This is an optimization exercise on Yosys and OpenROAD, whose aim is small area, not a production implementation. In this exercise RTL edits were held to simulation tests only and were not proved equivalent to the original. Power figures rest on the tool's default switching activity, not on a simulated workload.

==> run Z: inputs <==
## nvdl_term
module nvdl_term (
  input clk,
  input rst,
  input ps2_clk,
  input ps2_dat,
  output vram_we,
  output [11:0] vram_waddr,
  output [7:0] vram_wascii,
  output [2:0] vram_wfg,
  output [2:0] vram_wbg,
  output [11:0] vram_raddr,
  input [7:0] vram_rascii,
  input [2:0] vram_rfg,
  input [2:0] vram_rbg,
  output [3:0] vga_r,
  output [3:0] vga_g,
  output [3:0] vga_b,
  output vga_hs,
  output vga_vs,
  output vga_valid
);
==> module terminal, before the edit <==
module terminal(
  input clk,
  input rst,
  input in_valid,
  input [7:0] in_ascii,
  output reg we,
  output reg [4:0] wr_addr,
  output reg [6:0] wc_addr
);
parameter ascii_enter = 8'h0A;
parameter S0 = 2'b00, S1C = 2'b01, S1E = 2'b10, S2 = 2'b11;
reg [1:0] state;
reg [15:0] cnt;
reg [6:0] last_ascii;
wire [15:0] cnt_next = {cnt[14:0], cnt[15] ^ cnt[14] ^ cnt[12] ^ cnt[3]};
wire cnt_done = (cnt == 16'h6B78);
always @(posedge clk) begin
  if (state == S2)
    cnt <= cnt_next;
  else
    cnt <= 16'hFFFF;
end
always @(posedge clk) begin
  if (rst) begin
    wr_addr <= 0;
    wc_addr <= 0;
    we <= 1;
    state <= S0;
  end else if (we == 1) begin
    we <= 0;
  end else begin
    if (state == S0) begin
      if (in_valid) begin
        last_ascii <= in_ascii[6:0];
        if (in_ascii == ascii_enter) begin
          state <= S1E;
          if (wr_addr == 5'd29) begin
            wr_addr <= 0;
          end else begin
            wr_addr <= wr_addr + 1;
          end
          wc_addr <= 0;
        end else begin
          state <= S1C;
          we <= 1;
        end
      end
    end else if (state == S1E) begin
      state <= S2;
    end else if (state == S1C) begin
      state <= S2;
      begin
        if (wc_addr == 7'd69) begin
          wc_addr <= 0;
          if (wr_addr == 5'd29) begin
            wr_addr <= 0;
          end else begin
            wr_addr <= wr_addr + 1;
          end
        end else begin
          wc_addr <= wc_addr + 1;
        end
      end
    end else begin
      if (!in_valid) begin
        state <= S0;
      end else if ((in_ascii[6:0] != last_ascii) || cnt_done) begin
        state <= S0;
      end
    end
  end
end
endmodule
==> flow/config.mk <==
export PLATFORM = sky130hd
export DESIGN_NAME = nvdl_term
export DESIGN_NICKNAME = nvdl_term
export VERILOG_FILES = /design/flow/design.v
export SDC_FILE = /design/flow/constraint.sdc
export NUM_CORES = 4
export LEC_CHECK = 0
export ABC_AREA = 1
export CAP_MARGIN = 20
export CELL_PAD_IN_SITES_DETAIL_PLACEMENT = 1
export CELL_PAD_IN_SITES_GLOBAL_PLACEMENT = 2
export CORE_MARGIN = 2
export CORE_UTILIZATION = 25
export PLACE_DENSITY = 0.45
export SLEW_MARGIN = 20
export SYNTH_MEMORY_MAX_BITS = 65536
==> flow/constraint.sdc <==
create_clock -name core_clock -period 12.0 [get_ports {clk}]
set_input_delay 2.4000 -clock core_clock [delete_from_list [all_inputs] [get_ports {clk}]]
set_output_delay 2.4000 -clock core_clock [all_outputs]
set_load 0.01 [all_outputs]
standard.sh (not shown) runs the stock make flow with config.mk's settings and CLKGATE_MAP_FILE= SYNTH_SCRIPT=/design/flow/synth_recipe.tcl, a recipe that flattens the netlist after the stock synthesis.
==> flow/flow/run.sh <==
#!/bin/bash
# Own flow: the standard synthesis, then the combinational logic between
# the (untouched) flip-flops is re-mapped by ABC for area, then the standard flow's
# standard layout from the floorplan on. Each tool's output goes to a log
# file in the work folder.
set -euo pipefail
WORK=$(pwd)
FL=$WORK/flow
R=$WORK/orfs/results/$FLOW_PLATFORM/nvdl_term/base
LIB=$FLOW_HOME/platforms/$FLOW_PLATFORM/lib/sky130_fd_sc_hd__tt_025C_1v80.lib
YOSYS=yosys
if [[ -x $FLOW_HOME/../tools/install/yosys/bin/yosys ]]; then
  YOSYS=$FLOW_HOME/../tools/install/yosys/bin/yosys
fi

bash standard.sh synth > $WORK/flow_synth.log 2>&1
cp $R/1_2_yosys.v $WORK/remap_in.v

# 2. re-map the combinational logic; sequential cells stay black boxes
SEQ=$(awk '/^ *cell *\(/{c=$0; gsub(/.*cell *\( *"?|"? *\).*/,"",c)} /^ *(ff|latch|statetable) *\(/{print c}' $LIB | sort -u)
DU=$(sed 's/^/-dont_use /' $FL/dont_use.txt | tr '\n' ' ')
{
  echo "read_liberty -ignore_miss_func $LIB"
  echo "read_verilog -defer $WORK/remap_in.v"
  echo "hierarchy -top $FLOW_TOP"
  for c in $SEQ; do
    if grep -q "$c " $WORK/remap_in.v; then echo "blackbox $c"; fi
  done
  echo "flatten"
  echo "opt_clean -purge"
  echo "tee -o $WORK/remap_stat_in.txt stat"
  echo "abc -liberty $LIB $DU -script $FL/remap.abc"
  echo "opt_clean -purge"
  echo "read_liberty -lib -overwrite -ignore_miss_func $LIB"
  echo "splitnets"
  echo "opt_clean -purge"
  echo "hilomap -singleton -hicell sky130_fd_sc_hd__conb_1 HI -locell sky130_fd_sc_hd__conb_1 LO"
  echo "insbuf -buf sky130_fd_sc_hd__buf_1 A X"
  echo "check -assert"
  echo "tee -o $WORK/remap_stat.txt stat -liberty $LIB"
  echo "write_verilog -noattr -nohex -nodec $WORK/remap_out.v"
} > $WORK/remap.ys
$YOSYS -s $WORK/remap.ys > $WORK/flow_remap.log 2>&1

# 3. standard layout on the re-mapped netlist
cp $WORK/remap_out.v $R/1_2_yosys.v
rm -f $R/1_synth.odb $R/1_synth.sdc
# port buffers: the smallest buffer instead of the library pick
export BUFFER_PORTS_ARGS="-buffer_cell sky130_fd_sc_hd__buf_1"
bash standard.sh > $WORK/flow_layout.log 2>&1
Other scripts of this flow, unchanged in this note and not shown: flow/flow/dont_use.txt, flow/flow/remap.abc
==> inputs of run P, as changes to run Z <==
--- a/flow/design.v
+++ b/flow/design.v
@@ -311,5 +311,5 @@
 );
 parameter ascii_enter = 8'h0A;
-parameter S0 = 2'b00, S1C = 2'b01, S1E = 2'b10, S2 = 2'b11;
+parameter S0 = 2'b00, S1 = 2'b01, S2 = 2'b11;
 reg [1:0] state;
 reg [15:0] cnt;
@@ -334,7 +334,7 @@
     if (state == S0) begin
       if (in_valid) begin
+        state <= S1;
         last_ascii <= in_ascii[6:0];
         if (in_ascii == ascii_enter) begin
-          state <= S1E;
           if (wr_addr == 5'd29) begin
             wr_addr <= 0;
@@ -344,13 +344,10 @@
           wc_addr <= 0;
         end else begin
-          state <= S1C;
           we <= 1;
         end
       end
-    end else if (state == S1E) begin
+    end else if (state == S1) begin
       state <= S2;
-    end else if (state == S1C) begin
-      state <= S2;
-      begin
+      if (last_ascii != ascii_enter[6:0]) begin
         if (wc_addr == 7'd69) begin
           wc_addr <= 0;
Settings changed: CAP_MARGIN 20 to 10, SLEW_MARGIN 20 to 10.
==> comparison table <==
Status: run Z no timing/DRC/antenna violations; run P no timing/DRC/antenna violations
Power density over the cells: run Z 87.11 nW/µm²; run P 85.14 nW/µm²
Critical Path Slowest Stage Cell: run Z nor2_1; run P a311oi_1
Cell-internal power: run Z 569.8 µW; run P 549.1 µW
Mean number of vias per cell: run Z 7.661; run P 7.664
End of the worst register-to-register path: run Z terminal.wc_addr[5]; run P terminal.wr_addr[4]
Number of cells on the worst reg-to-reg path: run Z 17; run P 20
Metal3 WL: run Z 17320 µm; run P 16840 µm
Total Routed Length: run Z 109600 µm; run P 109400 µm
Setup Crit Path Kind: run Z in -> out; run P reg -> out
Met1 GRT Util: run Z 0.5669; run P 0.5702
Least setup slack across all paths after layout: run Z 1167 ps; run P 1678 ps
Minimum period implied by the final worst setup slack: run Z 10830 ps; run P 10320 ps
Power in the clock group: run Z 303 µW; run P 284 µW
Pin count of the biggest net entering global routing: run Z 45; run P 72
Via count of the first global-routing pass: run Z 16900; run P 17050
Initial core utilization: run Z 0.2527; run P 0.2529
Post-synthesis to final-layout area growth: run Z 20.16%; run P 20.22%
Share of cells above drive strength 1: run Z 0.08539; run P 0.08593
Met2 capacity usage during global routing: run Z 0.6641; run P 0.6756
Post-layout total power: run Z 1.104 mW; run P 1.083 mW

-- what the ideal ports hide --
No port has a modelled driver above. Below, the same layouts with a new extraction and two added sets of constraints. Step 1, drivers: a clkbuf_16 drives clk and a buf_2 each remaining input, both assumed. Step 2 moves the port delays by t, midway between the first and last clock arrival at a register: inputs arrive t later, outputs are due t later. That takes back most of the time a late clock gives input paths. Slacks: ideal ports / drivers / drivers and shift; pairs: ideal ports / drivers.
| run | t, ns | setup slack, ns | latest minus earliest clock arrival (ns) | worst slew at a driven data input, ns | pins driven straight from the clock port |
|---|---|---|---|---|---|
| run Z | 0.447 | 1.167 / 1.146 / 1.146 | 0.022 / 0.022 | 0.03 | 1 |
| run P | 0.441 | 1.678 / 1.612 / 1.699 | 0.011 / 0.012 | 0.06 | 1 |
After both steps setup and hold are still met in every run listed. For run Z, which loses most, drivers alone change the setup slack by -0.021 ns; drivers and shift together by -0.021 ns.
